Context: an optimization exercise on an open-source flow, tuned for a short achievable clock period and few clock cycles. The choices shown serve that exercise and are no tape-out recipe.
Function was checked by simulation only, so behaviour that the tests miss may differ from the original.
Power is estimated from default activity; no workload was simulated.

==> inputs of harbor <==
Design cpu, start of the top module:
module cpu (
    input           clk,
    input           rst,
    output          imem_en,
    output          imem_wen,
    output  [31:0]  imem_addr,
    output  [31:0]  imem_wdata,
    input   [31:0]  imem_rdata,
    output          dmem_en,
    output          dmem_wen,
    output  [31:0]  dmem_addr,
    output  [31:0]  dmem_wdata,
    input   [31:0]  dmem_rdata
);
    function [31:0] bswap(input [31:0] v);
        bswap = {v[7:0], v[15:8], v[23:16], v[31:24]};
    endfunction
    function [2:0] cmp3(input [31:0] a, input [31:0] b);
        reg [31:0] l, e;
        integer i, n;
        begin
            for (i = 0; i < 31; i = i + 1) begin
                l[i] = !a[i] & b[i];
                e[i] = !(a[i] ^ b[i]);
            end
            l[31] = 1'b0;
            e[31] = 1'b1;
            for (n = 16; n >= 1; n = n / 2) begin
                for (i = 0; i < n; i = i + 1) begin
  ...
==> flow/config.mk <==
export PLATFORM = sky130hd
export DESIGN_NAME = cpu
export DESIGN_NICKNAME = cpu
export VERILOG_FILES = /design/flow/design.v
export SDC_FILE = /design/flow/constraint.sdc
export NUM_CORES = 4
export LEC_CHECK = 0
export CAP_MARGIN = 20
export CORE_MARGIN = 2
export CORE_UTILIZATION = 40
export SLEW_MARGIN = 20
==> flow/constraint.sdc <==
create_clock -name core_clock -period 11.0 [get_ports {clk}]
set_input_delay 2.2000 -clock core_clock [delete_from_list [all_inputs] [get_ports {clk}]]
set_output_delay 2.2000 -clock core_clock [all_outputs]
set_load 0.01 [all_outputs]
standard.sh (not shown) runs the stock make flow with config.mk's settings and CLKGATE_MAP_FILE= SYNTH_SCRIPT=/design/flow/synth_recipe.tcl, a recipe that flattens the netlist after the stock synthesis.
==> flow/flow/run.sh <==
#!/bin/bash
# Standard layout, with timing repair aimed at a shorter period than the
# 11 ns constraint (the constraint itself is unchanged), and plain buffers
# (not delay cells) on the ports.
set -euo pipefail
bash standard.sh SETUP_SLACK_MARGIN=7.5 \
    "BUFFER_PORTS_ARGS=-buffer_cell sky130_fd_sc_hd__buf_4" \
    finish > standard_flow.log 2>&1
==> inputs of quartz, as changes to harbor <==
--- a/flow/design.v
+++ b/flow/design.v
@@ -13,29 +13,28 @@
     input   [31:0]  dmem_rdata
 );
     function [31:0] bswap(input [31:0] v);
         bswap = {v[7:0], v[15:8], v[23:16], v[31:24]};
     endfunction
-    function [2:0] cmp3(input [31:0] a, input [31:0] b);
-        reg [31:0] l, e;
-        integer i, n;
+    function ltu32(input [31:0] a, input [31:0] b);
+        reg [31:0] p, g, gn;
+        integer i, d;
         begin
-            for (i = 0; i < 31; i = i + 1) begin
-                l[i] = !a[i] & b[i];
-                e[i] = !(a[i] ^ b[i]);
-            end
-            l[31] = 1'b0;
-            e[31] = 1'b1;
-            for (n = 16; n >= 1; n = n / 2) begin
-                for (i = 0; i < n; i = i + 1) begin
-                    l[i] = l[2*i+1] | (e[2*i+1] & l[2*i]);
-                    e[i] = e[2*i+1] & e[2*i];
+            p = ~(a ^ b);
+            g = a & ~b;
+            g[0] = g[0] | p[0];
+            for (d = 1; d < 32; d = d * 2) begin
+                gn = g;
+                for (i = d; i < 32; i = i + 1) begin
+                    gn[i] = g[i] | (p[i] & g[i-d]);
+                end
+                for (i = 31; i >= d; i = i - 1) begin
+                    p[i] = p[i] & p[i-d];
                 end
+                g = gn;
             end
-            cmp3 = {e[0] & (a[31] == b[31]),
-                    (a[31] & !b[31]) | ((a[31] == b[31]) & l[0]),
-                    (!a[31] & b[31]) | ((a[31] == b[31]) & l[0])};
+            ltu32 = !g[31];
         end
     endfunction
     function [32:0] add32(input [31:0] a, input [31:0] b, input ci);
         reg [31:0] p, g, gn, pn;
         integer i, d;
@@ -63,24 +62,22 @@
     wire        flush;           
     wire [31:2] redirect;        
     wire        stall;           
     reg  [31:2] f_pc;
     assign imem_addr = {f_pc, 2'b00};
-    localparam BI = 3;               
-    localparam BN = 1 << BI;         
-    reg  [BN-1:0] btb_v;
-    reg  [BN-1:0] btb_fold;
-    reg  [BN-1:0] btb_br;          
-    reg  [31:BI+2] btb_tag [0:BN-1];
-    reg  [31:2] btb_t   [0:BN-1];  
-    reg  [31:2] btb_nt  [0:BN-1];  
-    reg  [ 1:0] btb_ctr [0:BN-1];
-    reg  [ 2:0] btb_f3  [0:BN-1];
-    reg  [ 4:0] btb_rs1 [0:BN-1];
-    reg  [ 4:0] btb_rs2 [0:BN-1];
-    wire [BI-1:0] f_idx  = f_pc[BI+1:2];
-    wire        f_hit    = btb_v[f_idx] && btb_tag[f_idx] == f_pc[31:BI+2];
+    reg  [15:0] btb_v;
+    reg  [15:0] btb_fold;
+    reg  [15:0] btb_br;          
+    reg  [31:6] btb_tag [0:15];
+    reg  [31:2] btb_t   [0:15];  
+    reg  [31:2] btb_nt  [0:15];  
+    reg  [ 1:0] btb_ctr [0:15];
+    reg  [ 2:0] btb_f3  [0:15];
+    reg  [ 4:0] btb_rs1 [0:15];
+    reg  [ 4:0] btb_rs2 [0:15];
+    wire [ 3:0] f_idx    = f_pc[5:2];
+    wire        f_hit    = btb_v[f_idx] && btb_tag[f_idx] == f_pc[31:6];
     wire        f_ptaken = btb_ctr[f_idx][1];
     wire [31:2] f_pc4    = f_pc + 30'd1;
     wire [31:2] f_pred   = !f_hit ? f_pc4 : f_ptaken ? btb_t[f_idx] : btb_nt[f_idx];
     reg         m_bf;
     reg  [31:2] m_bf_alt;
@@ -143,40 +140,46 @@
     function [31:0] rd_reg(input [4:0] r);
         rd_reg = r == 5'd0 ? 32'h0 : (w_we && w_rd == r) ? w_data : rf[r];
     endfunction
     wire [31:0] d_ra = rd_reg(d_rs1);
     wire [31:0] d_rb = rd_reg(d_rs2);
+    wire [31:0] d_rx = rd_reg(d_bf_rs1);
+    wire [31:0] d_ry = rd_reg(d_bf_rs2);
     reg         e_valid;
     reg         e_wr;
     reg  [ 4:0] e_rd;
     reg         e_ld;
     reg         m_valid;
     reg         m_wr;
-    reg         m_ld;
     reg  [ 4:0] m_rd;
     wire d_fa_m = e_valid && e_wr && e_rd == d_rs1;
     wire d_fa_w = m_valid && m_wr && m_rd == d_rs1;
     wire d_fb_m = e_valid && e_wr && e_rd == d_rs2;
     wire d_fb_w = m_valid && m_wr && m_rd == d_rs2;
+    wire d_fx_m = e_valid && e_wr && e_rd == d_bf_rs1;
+    wire d_fx_w = m_valid && m_wr && m_rd == d_bf_rs1;
+    wire d_fy_m = e_valid && e_wr && e_rd == d_bf_rs2;
+    wire d_fy_w = m_valid && m_wr && m_rd == d_bf_rs2;
     assign stall = d_valid && e_ld && !d_br &&
                    ((d_fa_m && d_use1) || (d_fb_m && d_rop));
     reg  [31:2] e_pc4;
     reg  [31:2] e_pc;
     reg  [31:2] e_pred;
     reg  [31:2] e_boff;
     wire [31:2] e_tgt = e_pc + e_boff;
     reg  [31:0] e_ra;
     reg  [31:0] e_rb;
-    reg  [ 4:0] e_bf_rs1;
-    reg  [ 4:0] e_bf_rs2;
+    reg  [31:0] e_rx;
+    reg  [31:0] e_ry;
     reg  [31:0] e_sv;
     reg         e_fs_m, e_fs_w;
     reg         e_sub;
     reg         e_sel_add, e_sel_sll, e_sel_sr, e_sel_sra, e_sel_slt, e_sel_sltu;
     reg         e_sel_xor, e_sel_or, e_sel_and;
     reg         e_fa_m, e_fa_w, e_fb_m, e_fb_w;
-    reg         e_late_a, e_late_b;
+    reg         e_fx_m, e_fx_w, e_fy_m, e_fy_w;
+    reg         e_late_a, e_late_b, e_late_x, e_late_y;
     reg         e_late_s;
     reg         e_self_x, e_self_y;
     reg         e_st, e_br, e_jal, e_jalr;
     reg  [ 2:0] e_f3;
     reg  [ 4:0] e_rs1, e_rs2;
@@ -207,19 +210,25 @@
         e_ra     <= d_auipc | d_jal ? {d_pc, 2'b00} : d_lui ? 32'h0 : d_ra;
         e_rb     <= (d_rop | d_br) ? d_rb : d_imm;
         e_sv     <= d_rb;
         e_fs_m   <= d_fb_m && d_st;
         e_fs_w   <= d_fb_w && d_st;
-        e_bf_rs1 <= d_bf_rs1;
-        e_bf_rs2 <= d_bf_rs2;
+        e_rx     <= d_rx;
+        e_ry     <= d_ry;
         e_fa_m   <= d_fa_m && d_use1;
         e_fa_w   <= d_fa_w && d_use1;
         e_fb_m   <= d_fb_m && (d_rop | d_br);
         e_fb_w   <= d_fb_w && (d_rop | d_br);
+        e_fx_m   <= d_fx_m;
+        e_fx_w   <= d_fx_w;
+        e_fy_m   <= d_fy_m;
+        e_fy_w   <= d_fy_w;
         e_late_a <= d_fa_m && d_br && e_ld;
         e_late_b <= d_fb_m && d_br && e_ld;
         e_late_s <= d_fb_m && d_st && e_ld;
+        e_late_x <= d_fx_m && e_ld;
+        e_late_y <= d_fy_m && e_ld;
         e_self_x <= d_wr && d_rd == d_bf_rs1;
         e_self_y <= d_wr && d_rd == d_bf_rs2;
         e_fold   <= d_fold;
         e_bf     <= d_bf;
         e_bf_pt  <= d_bf_pt;
@@ -239,16 +248,12 @@
     end
     reg  [31:0] m_res;
     wire [31:0] e_a  = e_fa_m ? m_res : e_fa_w ? w_data : e_ra;
     wire [31:0] e_b  = e_fb_m ? m_res : e_fb_w ? w_data : e_rb;
     wire [31:0] e_s  = e_fs_m ? m_res : e_fs_w ? w_data : e_sv;
-    wire        e_fx_m   = m_valid && m_wr && m_rd == e_bf_rs1;
-    wire        e_fy_m   = m_valid && m_wr && m_rd == e_bf_rs2;
-    wire        e_late_x = e_fx_m && m_ld;
-    wire        e_late_y = e_fy_m && m_ld;
-    wire [31:0] e_x = e_fx_m ? m_res : rd_reg(e_bf_rs1);
-    wire [31:0] e_y = e_fy_m ? m_res : rd_reg(e_bf_rs2);
+    wire [31:0] e_x  = e_fx_m ? m_res : e_fx_w ? w_data : e_rx;
+    wire [31:0] e_y  = e_fy_m ? m_res : e_fy_w ? w_data : e_ry;
     wire [ 2:0] e_cf3    = e_bf ? e_bf_f3 : e_f3;
     wire        e_t_bad  = e_jalr || e_tgt != e_pred;
     wire        e_nt_bad = (e_br || !e_fold) && e_pc4 != e_pred;
     wire [ 4:0] e_sh  = e_b[4:0];
     wire [32:0] e_sum = add32(e_a, e_b ^ {32{e_sub}}, e_sub);
@@ -261,11 +266,11 @@
                         ({32{e_sel_slt}} & {31'b0, e_lt}) |
                         ({32{e_sel_sltu}} & {31'b0, e_ltu}) |
                         ({32{e_sel_xor}} & (e_a ^ e_b)) |
                         ({32{e_sel_or}}  & (e_a | e_b)) |
                         ({32{e_sel_and}} & (e_a & e_b));
-    reg         m_br, m_jalr, m_taken_always;
+    reg         m_ld, m_br, m_jalr, m_taken_always;
     reg  [ 2:0] m_f3;
     reg  [ 4:0] m_rs1, m_rs2;
     reg  [31:0] m_a, m_b;
     reg         m_late_a, m_late_b;
     reg  [31:2] m_pc, m_pc4, m_tgt;
@@ -331,16 +336,16 @@
     assign dmem_wen   = m_dwen;
     assign dmem_addr  = m_addr;
     assign dmem_wdata = m_sdata;
     wire [31:0] m_ra = m_res_a ? m_res : m_late_a ? w_data : m_a;
     wire [31:0] m_rb = m_res_b ? m_res : m_late_b ? w_data : m_b;
-    wire [31:0] m_in = bswap(dmem_rdata);
-    wire [ 2:0] m_c_rr = cmp3(m_ra, m_rb);
-    wire [ 2:0] m_c_ir = cmp3(m_in, m_rb);
-    wire [ 2:0] m_c_ri = cmp3(m_ra, m_in);
-    wire [ 2:0] m_c = m_in_a ? (m_in_b ? 3'b100 : m_c_ir) : (m_in_b ? m_c_ri : m_c_rr);
-    wire        m_cond  = m_c_inv ^ ((m_c_eq & m_c[2]) | (m_c_lt & m_c[1]) | (m_c_ltu & m_c[0]));
+    wire [31:0] m_ca = m_in_a ? bswap(dmem_rdata) : m_ra;
+    wire [31:0] m_cb = m_in_b ? bswap(dmem_rdata) : m_rb;
+    wire        m_eq    = m_ca == m_cb;
+    wire        m_ltu   = ltu32(m_ca, m_cb);
+    wire        m_lt    = ltu32({!m_ca[31], m_ca[30:0]}, {!m_cb[31], m_cb[30:0]});
+    wire        m_cond  = m_c_inv ^ ((m_c_eq & m_eq) | (m_c_lt & m_lt) | (m_c_ltu & m_ltu));
     wire        m_taken = m_taken_always || (m_br && m_cond);
     assign flush    = m_valid && (m_fl || (m_cond ? m_fl_t : m_fl_nt));
     assign redirect = m_jalr ? m_res[31:2] : m_redir;
     reg  [31:2] w_pc;
     reg         w_ctrl;
@@ -389,27 +394,27 @@
         else
             v_valid <= m_valid && m_bf;
         v_taken <= m_cond;
         v_pc    <= m_pc;
     end
-    wire [BI-1:0] u_idx = u_pc[BI+1:2];
-    wire       u_hit = btb_v[u_idx] && !btb_fold[u_idx] && btb_tag[u_idx] == u_pc[31:BI+2];
+    wire [3:0] u_idx = u_pc[5:2];
+    wire       u_hit = btb_v[u_idx] && !btb_fold[u_idx] && btb_tag[u_idx] == u_pc[31:6];
     wire [1:0] u_ctr = btb_ctr[u_idx];
-    wire [BI-1:0] v_idx = v_pc[BI+1:2];
-    wire       v_hit = btb_v[v_idx] && btb_fold[v_idx] && btb_br[v_idx] && btb_tag[v_idx] == v_pc[31:BI+2];
+    wire [3:0] v_idx = v_pc[5:2];
+    wire       v_hit = btb_v[v_idx] && btb_fold[v_idx] && btb_br[v_idx] && btb_tag[v_idx] == v_pc[31:6];
     wire [1:0] v_ctr = btb_ctr[v_idx];
     wire       v_do  = v_valid && v_hit;
     always @(posedge clk) begin
         if (rst)
-            btb_v <= {BN{1'b0}};
+            btb_v <= 16'h0;
         else if (u_valid && (u_taken || u_fold))
             btb_v[u_idx] <= 1'b1;
         if (u_valid) begin
             if (u_fold) begin
                 btb_fold[u_idx] <= 1'b1;
                 btb_br[u_idx]   <= !u_jal;
-                btb_tag[u_idx]  <= u_pc[31:BI+2];
+                btb_tag[u_idx]  <= u_pc[31:6];
                 btb_rs1[u_idx]  <= u_rs1;
                 btb_rs2[u_idx]  <= u_rs2;
                 btb_f3[u_idx]   <= u_f3;
                 if (u_jal) begin
                     btb_nt[u_idx]  <= u_tgt;
@@ -419,11 +424,11 @@
                     btb_nt[u_idx]  <= u_pc4;
                     btb_ctr[u_idx] <= u_taken ? 2'b10 : 2'b01;
                 end
             end else if (u_taken) begin
                 btb_fold[u_idx] <= 1'b0;
-                btb_tag[u_idx]  <= u_pc[31:BI+2];
+                btb_tag[u_idx]  <= u_pc[31:6];
                 btb_t[u_idx]    <= u_tgt;
                 btb_nt[u_idx]   <= u_pc4;
                 btb_ctr[u_idx]  <= u_jal ? 2'b11 : !u_hit ? 2'b10 : u_ctr == 2'b11 ? 2'b11 : u_ctr + 2'b01;
             end else if (u_hit) begin
                 btb_ctr[u_idx]  <= u_ctr == 2'b00 ? 2'b00 : u_ctr - 2'b01;
==> flow/flow/run.sh (replaced) <==
#!/bin/bash
# Standard layout, with timing repair aimed at a shorter period than the
# 11 ns constraint (the constraint itself is unchanged).
set -euo pipefail
bash standard.sh SETUP_SLACK_MARGIN=7.5 finish > standard_flow.log 2>&1
==> run notes <==
item                                                                                          harbor                   quartz
Status                                                                       complete, no violations  complete, no violations
Arrival time of data at the critical path endpoint                                           5.38 ns                  5.62 ns
Slew at the pin closest to its max-slew limit                                                1.43 ns                  1.27 ns
Worst path most repeated cell                                                                 buf_12                    buf_6
Met2 usage                                                                                     0.498                    0.485
Starting utilization of the core area                                                          0.401                    0.401
Worst slack on hold paths                                                                   0.322 ns                 0.320 ns
Psw                                                                                         0.0116 W                 0.0138 W
Horiz. Die Dim                                                                           601 microns              672 microns
Global-route wire length before repair                                                        887 mm                  1070 mm
Static power due to leakage                                                                  61.0 nW                  76.1 nW
Non-clock inverter total of the final layout                                                     161                      141
Number of enable flip-flop cells after synthesis                                               1,888                    2,704
Clock network fraction of design power                                                         0.309                    0.319
Share of synthesized cell area in full adder, half adder and majority cells                   0.0205                   0.0118
Reg area                                                                                0.0731 sq mm             0.0990 sq mm
Clock net sink count                                                                           2,694                    3,579
Total wire length                                                                             674 mm                   809 mm
Number of clock buffer instances in the layout                                                   381                      507
Depth of the most critical reg-to-reg path                                                        18                       21
Detailed router's first-iteration violation count                                             20,151                   24,009
Testbench counts of harbor, summed over its fixed seeds: cycles 80,859.
Testbench counts of quartz, summed over its fixed seeds: cycles 80,859.

-- static timing again, ports no longer ideal --
Ports are ideal in the flow. The routed layouts listed here were re-timed in OpenROAD. Step 1 sets driving cells, clkbuf_16 on the clock port and buf_2 on the other inputs (assumed; they add their load-dependent delay and slew). Step 2, shift: input delay + t, output delay - t, t = (earliest + latest rising clock arrival at the registers) / 2. This alone moves slack from input paths to output paths. a / b / c = ideal / step 1 / step 2; a / b = the first two.
run	t (ns)	setup WS [ns]	hold WS [ns]	worst setup path after step 2	cell pins on the clock port's net
harbor	1.041	6.498 / 6.498 / 5.579	0.322 / 0.322 / 0.322	input to register	1
quartz	1.121	6.265 / 6.348 / 5.227	0.320 / 0.320 / 0.320	input to register	1
After both steps setup and hold are still met in every run listed. The setup slack of quartz, which loses most, moves by +0.083 ns with the drivers and by -1.038 ns with both steps.
